This is an optimization exercise on Yosys and OpenROAD, whose aim is small area, a short achievable clock period and few clock cycles per item, not a production implementation.
In this exercise RTL edits were held to simulation tests only and were not proved equivalent to the original.

## flow/design.v

```verilog
module viterbi_16bit (
    input clk,reset,start,
	input [15:0]code_in,
	output [7:0] data_out,
	output reg done
);
	parameter START 	= 4'd0,
			  STATE_1   = 4'd1,
			  STATE_2	= 4'd2,
			  STATE_3   = 4'd3,
			  STATE_4	= 4'd4,
			  STATE_5   = 4'd5,
			  STATE_6	= 4'd6,
			  STATE_7   = 4'd7,
			  STATE_8	= 4'd8,
			  BACK		= 4'd9,
			  DONE      = 4'd10;
	parameter NODE_1    = 3'd0,
			  NODE_2	= 3'd1,
			  NODE_3	= 3'd2,
			  NODE_4	= 3'd3;
	wire [15:0] encode;
	reg [7:0]node[0:3];
	reg [7:0]node_temp[0:3];
	reg [7:0] state,next_state; 
	reg [1:0]value;
	reg [7:0]value_state[7:0];
	reg flag_1,flag_2,flag_3,flag_4;
	reg [7:0] index,index_next;
	reg [2:0] back_path [0:7][0:3];
	reg [2:0] bp_next [0:3];
	reg decode_bit;
	reg [2:0] min_track,min_track_temp;
	reg [7:0] data_decode;
	reg [7:0]counter,next_counter;
	assign data_out = data_decode;
	assign encode = code_in;
	always@(posedge clk or negedge reset)begin
		if(!reset)begin
			state 		<= 0; 
			index 		<= 0;
			node[0]		<= 0;
			node[3]		<= 0;
			node[2]		<= 0;
			node[1]		<= 0;
			counter     <= 7;
			min_track   <= 0;
			done        <= 0;
		end else begin
			index		<= index_next;
			state		<= next_state;
			counter     <= next_counter;
			node[0]		<= node_temp[0];
			node[1]		<= node_temp[1];
			node[2]		<= node_temp[2];
			node[3]		<= node_temp[3];
			min_track   <= min_track_temp;
			done        <= (state==DONE)?1:0;
		end
	end
	always @(posedge clk) begin
		if (state >= STATE_1 && state <= STATE_8) begin
			back_path[index[2:0]][0] <= bp_next[0];
			back_path[index[2:0]][1] <= bp_next[1];
			back_path[index[2:0]][2] <= bp_next[2];
			back_path[index[2:0]][3] <= bp_next[3];
		end
		if (state == BACK)
			data_decode[counter[2:0]] <= decode_bit;
	end
	always @(*)begin
		next_state 		= state;
		index_next 		= index;
		bp_next[0] = 0;
		bp_next[1] = 0;
		bp_next[2] = 0;
		bp_next[3] = 0;
		decode_bit = 0;
		value 			= encode[2*index +: 2];
		node_temp[0] = 0;
        node_temp[1] = 0;
        node_temp[2] = 0;
        node_temp[3] = 0;
		next_counter = counter;
		min_track_temp = min_track;
		case(state)
			START :begin
				if(start)begin
					next_state = STATE_1;
					index_next = 0;
					min_track_temp  = 0; 
				end
			end
			STATE_1:begin
				node_temp[0] = {7'd0,value[1]^0} + {7'd0,value[0]^0} + node[0];
				node_temp[1] = {7'd0,value[1]^1} + {7'd0,value[0]^1} + node[0] ;
				node_temp[2] = 0;
				node_temp[3] = 0;
				bp_next[0] = NODE_1;
				bp_next[1] = NODE_1;
				bp_next[2] = 0;
				bp_next[3] = 0;
				next_state   = STATE_2; 
				index_next   = index_next + 1; 
			end
			STATE_2:begin
				node_temp[0] = {7'd0,value[1]^0} + {7'd0,value[0]^0} + node[0];
				node_temp[1] = {7'd0,value[1]^1} + {7'd0,value[0]^1} + node[0];
				node_temp[2] = {7'd0,value[1]^0} + {7'd0,value[0]^1} + node[1];
				node_temp[3] = {7'd0,value[1]^1} + {7'd0,value[0]^0} + node[1];
				next_state   = STATE_3; 
				bp_next[0] = NODE_1;
				bp_next[1] = NODE_1;
				bp_next[2] = NODE_2;
				bp_next[3] = NODE_2;
				index_next   = index_next + 1; 
			end
			STATE_3:begin
				node_temp[0] = (({7'd0,value[1]^0} + {7'd0,value[0]^0} + node[0])<=({7'd0,value[1]^1} + {7'd0,value[0]^1} + node[2]))?({7'd0,value[1]^0} + {7'd0,value[0]^0} + node[0]):({7'd0,value[1]^1} + {7'd0,value[0]^1} + node[2]);
				node_temp[1] = (({7'd0,value[1]^1} + {7'd0,value[0]^1} + node[0])<=({7'd0,value[1]^0} + {7'd0,value[0]^0} + node[2]))?({7'd0,value[1]^1} + {7'd0,value[0]^1} + node[0]):({7'd0,value[1]^0} + {7'd0,value[0]^0} + node[2]);
				node_temp[2] = (({7'd0,value[1]^0} + {7'd0,value[0]^1} + node[1])<=({7'd0,value[1]^1} + {7'd0,value[0]^0} + node[3]))?({7'd0,value[1]^0} + {7'd0,value[0]^1} + node[1]):({7'd0,value[1]^1} + {7'd0,value[0]^0} + node[3]);
				node_temp[3] = (({7'd0,value[1]^1} + {7'd0,value[0]^0} + node[1])<=({7'd0,value[1]^0} + {7'd0,value[0]^1} + node[3]))?({7'd0,value[1]^1} + {7'd0,value[0]^0} + node[1]):({7'd0,value[1]^0} + {7'd0,value[0]^1} + node[3]);
				next_state   = STATE_4; 
				bp_next[0] = (({7'd0,value[1]^0} + {7'd0,value[0]^0} + node[0])<=({7'd0,value[1]^1} + {7'd0,value[0]^1} + node[2]))?NODE_1:NODE_3;
				bp_next[1] = (({7'd0,value[1]^1} + {7'd0,value[0]^1} + node[0])<=({7'd0,value[1]^0} + {7'd0,value[0]^0} + node[2]))?NODE_1:NODE_3;
				bp_next[2] = (({7'd0,value[1]^0} + {7'd0,value[0]^1} + node[1])<=({7'd0,value[1]^1} + {7'd0,value[0]^0} + node[3]))?NODE_2:NODE_4;
				bp_next[3] = (({7'd0,value[1]^1} + {7'd0,value[0]^0} + node[1])<=({7'd0,value[1]^0} + {7'd0,value[0]^1} + node[3]))?NODE_2:NODE_4;
				index_next   = index_next + 1; 
			end
			STATE_4:begin
				node_temp[0] = (({7'd0,value[1]^0} + {7'd0,value[0]^0} + node[0])<=({7'd0,value[1]^1} + {7'd0,value[0]^1} + node[2]))?({7'd0,value[1]^0} + {7'd0,value[0]^0} + node[0]):({7'd0,value[1]^1} + {7'd0,value[0]^1} + node[2]);
				node_temp[1] = (({7'd0,value[1]^1} + {7'd0,value[0]^1} + node[0])<=({7'd0,value[1]^0} + {7'd0,value[0]^0} + node[2]))?({7'd0,value[1]^1} + {7'd0,value[0]^1} + node[0]):({7'd0,value[1]^0} + {7'd0,value[0]^0} + node[2]);
				node_temp[2] = (({7'd0,value[1]^0} + {7'd0,value[0]^1} + node[1])<=({7'd0,value[1]^1} + {7'd0,value[0]^0} + node[3]))?({7'd0,value[1]^0} + {7'd0,value[0]^1} + node[1]):({7'd0,value[1]^1} + {7'd0,value[0]^0} + node[3]);
				node_temp[3] = (({7'd0,value[1]^1} + {7'd0,value[0]^0} + node[1])<=({7'd0,value[1]^0} + {7'd0,value[0]^1} + node[3]))?({7'd0,value[1]^1} + {7'd0,value[0]^0} + node[1]):({7'd0,value[1]^0} + {7'd0,value[0]^1} + node[3]);
				index_next   = index_next + 1; 
				bp_next[0] = (({7'd0,value[1]^0} + {7'd0,value[0]^0} + node[0])<=({7'd0,value[1]^1} + {7'd0,value[0]^1} + node[2]))?NODE_1:NODE_3;
				bp_next[1] = (({7'd0,value[1]^1} + {7'd0,value[0]^1} + node[0])<=({7'd0,value[1]^0} + {7'd0,value[0]^0} + node[2]))?NODE_1:NODE_3;
				bp_next[2] = (({7'd0,value[1]^0} + {7'd0,value[0]^1} + node[1])<=({7'd0,value[1]^1} + {7'd0,value[0]^0} + node[3]))?NODE_2:NODE_4;
				bp_next[3] = (({7'd0,value[1]^1} + {7'd0,value[0]^0} + node[1])<=({7'd0,value[1]^0} + {7'd0,value[0]^1} + node[3]))?NODE_2:NODE_4;
				next_state   = STATE_5;
			end
			STATE_5:begin
				node_temp[0] = (({7'd0,value[1]^0} + {7'd0,value[0]^0} + node[0])<=({7'd0,value[1]^1} + {7'd0,value[0]^1} + node[2]))?({7'd0,value[1]^0} + {7'd0,value[0]^0} + node[0]):({7'd0,value[1]^1} + {7'd0,value[0]^1} + node[2]);
				node_temp[1] = (({7'd0,value[1]^1} + {7'd0,value[0]^1} + node[0])<=({7'd0,value[1]^0} + {7'd0,value[0]^0} + node[2]))?({7'd0,value[1]^1} + {7'd0,value[0]^1} + node[0]):({7'd0,value[1]^0} + {7'd0,value[0]^0} + node[2]);
				node_temp[2] = (({7'd0,value[1]^0} + {7'd0,value[0]^1} + node[1])<=({7'd0,value[1]^1} + {7'd0,value[0]^0} + node[3]))?({7'd0,value[1]^0} + {7'd0,value[0]^1} + node[1]):({7'd0,value[1]^1} + {7'd0,value[0]^0} + node[3]);
				node_temp[3] = (({7'd0,value[1]^1} + {7'd0,value[0]^0} + node[1])<=({7'd0,value[1]^0} + {7'd0,value[0]^1} + node[3]))?({7'd0,value[1]^1} + {7'd0,value[0]^0} + node[1]):({7'd0,value[1]^0} + {7'd0,value[0]^1} + node[3]);
				index_next   = index_next + 1; 
				bp_next[0] = (({7'd0,value[1]^0} + {7'd0,value[0]^0} + node[0])<=({7'd0,value[1]^1} + {7'd0,value[0]^1} + node[2]))?NODE_1:NODE_3;
				bp_next[1] = (({7'd0,value[1]^1} + {7'd0,value[0]^1} + node[0])<=({7'd0,value[1]^0} + {7'd0,value[0]^0} + node[2]))?NODE_1:NODE_3;
				bp_next[2] = (({7'd0,value[1]^0} + {7'd0,value[0]^1} + node[1])<=({7'd0,value[1]^1} + {7'd0,value[0]^0} + node[3]))?NODE_2:NODE_4;
				bp_next[3] = (({7'd0,value[1]^1} + {7'd0,value[0]^0} + node[1])<=({7'd0,value[1]^0} + {7'd0,value[0]^1} + node[3]))?NODE_2:NODE_4;
				next_state   = STATE_6;
			end
			STATE_6:begin
				node_temp[0] = (({7'd0,value[1]^0} + {7'd0,value[0]^0} + node[0])<=({7'd0,value[1]^1} + {7'd0,value[0]^1} + node[2]))?({7'd0,value[1]^0} + {7'd0,value[0]^0} + node[0]):({7'd0,value[1]^1} + {7'd0,value[0]^1} + node[2]);
				node_temp[1] = (({7'd0,value[1]^1} + {7'd0,value[0]^1} + node[0])<=({7'd0,value[1]^0} + {7'd0,value[0]^0} + node[2]))?({7'd0,value[1]^1} + {7'd0,value[0]^1} + node[0]):({7'd0,value[1]^0} + {7'd0,value[0]^0} + node[2]);
				node_temp[2] = (({7'd0,value[1]^0} + {7'd0,value[0]^1} + node[1])<=({7'd0,value[1]^1} + {7'd0,value[0]^0} + node[3]))?({7'd0,value[1]^0} + {7'd0,value[0]^1} + node[1]):({7'd0,value[1]^1} + {7'd0,value[0]^0} + node[3]);
				node_temp[3] = (({7'd0,value[1]^1} + {7'd0,value[0]^0} + node[1])<=({7'd0,value[1]^0} + {7'd0,value[0]^1} + node[3]))?({7'd0,value[1]^1} + {7'd0,value[0]^0} + node[1]):({7'd0,value[1]^0} + {7'd0,value[0]^1} + node[3]);
				index_next   = index_next + 1; 
				bp_next[0] = (({7'd0,value[1]^0} + {7'd0,value[0]^0} + node[0])<=({7'd0,value[1]^1} + {7'd0,value[0]^1} + node[2]))?NODE_1:NODE_3;
				bp_next[1] = (({7'd0,value[1]^1} + {7'd0,value[0]^1} + node[0])<=({7'd0,value[1]^0} + {7'd0,value[0]^0} + node[2]))?NODE_1:NODE_3;
				bp_next[2] = (({7'd0,value[1]^0} + {7'd0,value[0]^1} + node[1])<=({7'd0,value[1]^1} + {7'd0,value[0]^0} + node[3]))?NODE_2:NODE_4;
				bp_next[3] = (({7'd0,value[1]^1} + {7'd0,value[0]^0} + node[1])<=({7'd0,value[1]^0} + {7'd0,value[0]^1} + node[3]))?NODE_2:NODE_4;
				next_state   = STATE_7;
			end
			STATE_7:begin
				node_temp[0] = (({7'd0,value[1]^0} + {7'd0,value[0]^0} + node[0])<=({7'd0,value[1]^1} + {7'd0,value[0]^1} + node[2]))?({7'd0,value[1]^0} + {7'd0,value[0]^0} + node[0]):({7'd0,value[1]^1} + {7'd0,value[0]^1} + node[2]);
				node_temp[1] = (({7'd0,value[1]^1} + {7'd0,value[0]^1} + node[0])<=({7'd0,value[1]^0} + {7'd0,value[0]^0} + node[2]))?({7'd0,value[1]^1} + {7'd0,value[0]^1} + node[0]):({7'd0,value[1]^0} + {7'd0,value[0]^0} + node[2]);
				node_temp[2] = (({7'd0,value[1]^0} + {7'd0,value[0]^1} + node[1])<=({7'd0,value[1]^1} + {7'd0,value[0]^0} + node[3]))?({7'd0,value[1]^0} + {7'd0,value[0]^1} + node[1]):({7'd0,value[1]^1} + {7'd0,value[0]^0} + node[3]);
				node_temp[3] = (({7'd0,value[1]^1} + {7'd0,value[0]^0} + node[1])<=({7'd0,value[1]^0} + {7'd0,value[0]^1} + node[3]))?({7'd0,value[1]^1} + {7'd0,value[0]^0} + node[1]):({7'd0,value[1]^0} + {7'd0,value[0]^1} + node[3]);
				index_next   = index_next + 1; 
				bp_next[0] = (({7'd0,value[1]^0} + {7'd0,value[0]^0} + node[0])<=({7'd0,value[1]^1} + {7'd0,value[0]^1} + node[2]))?NODE_1:NODE_3;
				bp_next[1] = (({7'd0,value[1]^1} + {7'd0,value[0]^1} + node[0])<=({7'd0,value[1]^0} + {7'd0,value[0]^0} + node[2]))?NODE_1:NODE_3;
				bp_next[2] = (({7'd0,value[1]^0} + {7'd0,value[0]^1} + node[1])<=({7'd0,value[1]^1} + {7'd0,value[0]^0} + node[3]))?NODE_2:NODE_4;
				bp_next[3] = (({7'd0,value[1]^1} + {7'd0,value[0]^0} + node[1])<=({7'd0,value[1]^0} + {7'd0,value[0]^1} + node[3]))?NODE_2:NODE_4;
				next_state   = STATE_8;
			end
			STATE_8:begin
				node_temp[0] = (({7'd0,value[1]^0} + {7'd0,value[0]^0} + node[0])<=({7'd0,value[1]^1} + {7'd0,value[0]^1} + node[2]))?({7'd0,value[1]^0} + {7'd0,value[0]^0} + node[0]):({7'd0,value[1]^1} + {7'd0,value[0]^1} + node[2]);
				node_temp[1] = (({7'd0,value[1]^1} + {7'd0,value[0]^1} + node[0])<=({7'd0,value[1]^0} + {7'd0,value[0]^0} + node[2]))?({7'd0,value[1]^1} + {7'd0,value[0]^1} + node[0]):({7'd0,value[1]^0} + {7'd0,value[0]^0} + node[2]);
				node_temp[2] = (({7'd0,value[1]^0} + {7'd0,value[0]^1} + node[1])<=({7'd0,value[1]^1} + {7'd0,value[0]^0} + node[3]))?({7'd0,value[1]^0} + {7'd0,value[0]^1} + node[1]):({7'd0,value[1]^1} + {7'd0,value[0]^0} + node[3]);
				node_temp[3] = (({7'd0,value[1]^1} + {7'd0,value[0]^0} + node[1])<=({7'd0,value[1]^0} + {7'd0,value[0]^1} + node[3]))?({7'd0,value[1]^1} + {7'd0,value[0]^0} + node[1]):({7'd0,value[1]^0} + {7'd0,value[0]^1} + node[3]);
				index_next   = index_next + 1; 
				bp_next[0] = (({7'd0,value[1]^0} + {7'd0,value[0]^0} + node[0])<=({7'd0,value[1]^1} + {7'd0,value[0]^1} + node[2]))?NODE_1:NODE_3;
				bp_next[1] = (({7'd0,value[1]^1} + {7'd0,value[0]^1} + node[0])<=({7'd0,value[1]^0} + {7'd0,value[0]^0} + node[2]))?NODE_1:NODE_3;
				bp_next[2] = (({7'd0,value[1]^0} + {7'd0,value[0]^1} + node[1])<=({7'd0,value[1]^1} + {7'd0,value[0]^0} + node[3]))?NODE_2:NODE_4;
				bp_next[3] = (({7'd0,value[1]^1} + {7'd0,value[0]^0} + node[1])<=({7'd0,value[1]^0} + {7'd0,value[0]^1} + node[3]))?NODE_2:NODE_4;
				next_state   = BACK ;
				min_track_temp = (node_temp[0] <= node_temp[1] && node_temp[0] <= node_temp[2] && node_temp[0] <= node_temp[3]) ? NODE_1 :
                            (node_temp[1] <= node_temp[2] && node_temp[1] <= node_temp[3]) ? NODE_2 :
                            (node_temp[2] <= node_temp[3]) ? NODE_3 : NODE_4;
			end
			BACK: begin 
                decode_bit = (min_track == NODE_1 || min_track == NODE_3) ? 1'b0 : 1'b1;
                min_track_temp = back_path[counter][min_track];
                if (counter == 0) begin
                    next_state   = DONE;
                    next_counter = 7;
                end else begin
                    next_counter = counter - 1;
                    next_state   = BACK;
                end
            end 
			DONE:begin
				index_next     = 0;
				next_state     = START;
			end
		endcase
	end
endmodule 
module viterbi_decoder(
	input clk,reset,start,
	input [383:0] code_in,
	output [191:0] data_out, 
	output done 
);
	wire [23:0]done_temp;
	assign done = done_temp[0];
	genvar i;
	generate
		for(i = 0; i < 24;i = i + 1)begin :decoder
			viterbi_16bit decoder(
				.clk(clk),
				.reset(reset),
				.start(start),
				.code_in(code_in[16*i +: 16]),
				.data_out(data_out[8*i +: 8]),
				.done(done_temp[i])
			);
		end
	endgenerate
endmodule
```

## flow/run.sh

```bash
#!/bin/bash
# synth_recipe.tcl (not shown) runs the flow's synth.tcl, then flattens the netlist and writes it again
# the make line also repeats each setting of config.mk as NAME=value (left out here)
make -C /OpenROAD-flow-scripts/flow DESIGN_CONFIG=/design/flow/config.mk WORK_HOME=/design/flow/orfs CLKGATE_MAP_FILE= SYNTH_SCRIPT=/design/flow/synth_recipe.tcl finish
```

## flow/config.mk

```make
export PLATFORM = sky130hd
export DESIGN_NAME = viterbi_decoder
export DESIGN_NICKNAME = viterbi_decoder
export VERILOG_FILES = /design/flow/design.v
export SDC_FILE = /design/flow/constraint.sdc
export NUM_CORES = 4
export LEC_CHECK = 0
export CAP_MARGIN = 20
export CORE_MARGIN = 2
export CORE_UTILIZATION = 40
export SLEW_MARGIN = 20
```

## flow/constraint.sdc

```tcl
create_clock -name core_clock -period 10.0 [get_ports {clk}]
set_input_delay 2.0000 -clock core_clock [delete_from_list [all_inputs] [get_ports {clk}]]
set_output_delay 2.0000 -clock core_clock [all_outputs]
set_load 0.01 [all_outputs]
```

==> flow_summary.json <==
{
  "fin_setup_tns_ps": 0,
  "syn-num-nets": 22880,
  "cts_hold_buf": 0,
  "synthCells": 20310,
  "routed_wl_um": 519800,
  "postRouteAntennaNets": 0,
  "setup_viol": 0,
  "slew_viol_final": 0,
  "critPathSlowestCell": "mux4_2",
  "fin_ws_ps": 1290,
  "core_area_um2": 477700,
  "grt_pass1_vias": 149200,
  "track_usage_pct": 20.81,
  "gp_congestion": 0.9056,
  "syn_avg_cell_area_um2": 9.429,
  "ys_seq_area_share_pct": 34.13,
  "fin_skew_ps": 51.10,
  "drc_errors": 0,
  "worstSkewPairLatency_ps": 950,
  "cts_tree": "built",
  "crit_path_max_incr_delay_ps": 460,
  "period_share_pct": 87.10,
  "antenna_found_initial": 6,
  "synth-edff-count": 1152,
  "r2r_slack_ps": 1780,
  "via_per_inst": 5.550,
  "worstHoldPathType": "reg -> reg",
  "grt_start_max_net_pins": 143,
  "drtPass1Iterations": 8,
  "rows": 254,
  "ys_ff_latch": 2377,
  "dr.first_iter.drc_count": 10100,
  "post_cts_resize_count": 0,
  "cts.path.max_buffers": 4,
  "gr-total-overflow": 0,
  "numPortBuffers": 579,
  "crit_fanout": 11,
  "worstPathArrival_ps": 9480,
  "cts-buffers-inserted": 296,
  "ys.flop_type": "dfrtp_1",
  "syn-cell-area_um2": 191500,
  "die_h_um": 695.8,
  "crit_path_end": "decoder[11].decoder.min_track[1]",
  "hpwl_um": 398100,
  "fillCellCount": 45570,
  "grt_pass1_wl_um": 826900,
  "worst_pin_slew_ps": 1153,
  "die-area_um2": 484200,
  "ioPinCount": 580,
  "clock.fmax_mhz": 114.8,
  "area.growth.synth_to_final_pct": 12.20,
  "via_count": 151700,
  "die_w_um": 695.8,
  "mostFrequentLayoutCell": "ha_1",
  "clock-sinks": 2377,
  "num-nets-final": 23260,
  "finalCriticalPeriod_ps": 8710,
  "final_util_pct": 44.97,
  "ys.warnings.count": 4,
  "crit_start": "code_in[189]",
  "async_flop_share_pct": 51.54,
  "clkSlewWorstSetupHoldPaths_ps": 60,
  "cts-root-buf": "clkbuf_16",
  "cp-start-kind": "primary input",
  "yosysUniqueCellTypes": 108,
  "rr_worst_depth": 36,
  "r2r-start": "decoder[18].decoder.index[0]",
  "hold_viol_final": 0,
  "initial_core_util_pct": 40.08,
  "slew_headroom_pct": 22.62,
  "r2r_end": "decoder[18].decoder.min_track[0]",
  "worstPathRequired_ps": 10770,
  "drive_above_1_share_pct": 7.916,
  "cts_setup_buffers": 0,
  "h-tree-depth": 5,
  "cap_violations": 0,
  "endpoint_kind": "flop",
  "path_class": "in -> reg",
  "rsz0062_at_grt": "false",
  "post_drt_wl_per_cell_um": 19.01,
  "outcome": "complete, no violations",
  "dp_slack_ps": 479.5,
  "mostFrequentLayoutCells": "2179 x ha_1, 1791 x nand2_1, 1434 x inv_1, 1378 x o21ai_0, 1282 x nor2_1"
}
worst min path at each step:
| stage | to | cells after the start | from | slack, ps |
|---|---|---|---|---|
| floorplan | decoder[13].decoder.counter[5] | 1 | decoder[13].decoder.counter[5] | 450 |
| global placement | decoder[11].decoder.counter[6] | 2 | decoder[11].decoder.counter[6] | 480 |
| detailed placement | decoder[11].decoder.counter[6] | 2 | decoder[11].decoder.counter[6] | 490 |
| CTS | decoder[13].decoder.counter[5] | 1 | decoder[13].decoder.counter[5] | 500 |
| global route | decoder[18].decoder.index[3] | 1 | decoder[18].decoder.index[3] | 530 |
| finish | decoder[11].decoder.counter[6] | 2 | decoder[11].decoder.counter[6] | 490 |
per-layer routing:
metal	share of wire, %	vias up	GRT usage (%)	wire [µm]
met5	0.0021	-	0	11
met1	47	73550	29.04	243800
met3	4.1	648	1.979	21400
met2	47	3066	34.79	242800
li1	-	74450	-	-
met4	2.3	2	4.782	11740
cell usage after synthesis (480+ instances only):
| cell type | number | share of area [%] |
|---|---|---|
| nor2_1 | 1291 | 2.5 |
| ha_1 | 2179 | 14 |
| clkbuf_1 | 741 | 1.5 |
| xnor2_1 | 1011 | 4.6 |
| nand2_1 | 1791 | 3.5 |
| o21ai_0 | 1379 | 3.6 |
| nor2b_1 | 480 | 1.6 |
| xor2_1 | 742 | 3.4 |
| inv_1 | 1434 | 2.8 |
| edfxtp_1 | 1152 | 18 |
| nand3_1 | 573 | 1.5 |
| dfrtp_1 | 1153 | 15 |
| a21oi_1 | 1022 | 2.7 |
worst max-delay path, delay by kind of cell:
kind,cells,cell delay (ps)
muxes,2,690
xor gates and xnor gates,1,260
buffers and inverters,5,890
and+or+nand+nor,10,1360
adders and majority gates,5,1520
AOI/OAI and AO/OA,14,2740
per-stage QoR:
stage / area [µm²] / cells / hold slack (ps)
floorplan: 191500 / 20310 / 450.7
global placement: 204700 / 26780 / 475.3
detailed placement: 204700 / 26780 / 488.0
CTS: 214800 / 27330 / 496.8
global route: 214800 / 27330 / 528.1
finish: 214800 / 27340 / 491.0
cells by family after synthesis:
family | Yosys count | share of synthesized area [%]
and+or+nand+nor | 6201 | 16.02
AOI/OAI and AO/OA | 4307 | 13.83
DFF | 2377 | 34.13
adders and majority gates | 2297 | 14.91
buffers and inverters | 2232 | 4.391
xor gates and xnor gates | 1758 | 8.080
muxes | 1133 | 8.645
state kept, by name (all words and copies together) (netlist names):
register                     flops
decoder.decoder.back_path      960
decoder.decoder.state           96
decoder.decoder.min_track       48
decoder.decoder.done             1
decoder.decoder.data_decode    192
decoder.decoder.node           768
decoder.decoder.index          120
decoder.decoder.counter        192
cell type report:
| class | instances | area (µm²) | area share (%) |
|---|---|---|---|
| multi-input combinational | 15700 | 117900 | 54.88 |
| sequential | 2377 | 65340 | 30.42 |
| timing repair buffer | 865 | 8049 | 3.747 |
| clock buffer | 367 | 8026 | 3.737 |
| tap | 6400 | 8008 | 3.728 |
| inverter | 1447 | 5431 | 2.529 |
| clock inverter | 181 | 2053 | 0.9559 |
| antenna | 3 | 7.507 | 0.003495 |
Testbench counts, summed over its fixed seeds: cycles 6,912, items 384.

==> port drivers added, routing unchanged <==
In the flow no input, the clock included, has a driving cell. The finished layout below was timed again as built, in two steps. Step 1: set_driving_cell puts a clkbuf_16 on clk and a buf_2 on each other input, an assumption about the parent block. Step 2 times the ports against the registers' clock, not the clock port: input delays grow and output delays shrink by t, the midpoint of the rising clock arrivals with the driver on. Slacks: ideal / step 1 / step 2; pairs: ideal / step 1.
shift t [ns]: 1.031
slack for setup (ns): 1.290 / 1.373 / 0.342
worst setup path after step 2: input to register
After both steps this run still meets setup and hold. For this run, drivers alone change the setup slack by +0.083 ns; drivers and shift together by -0.948 ns.
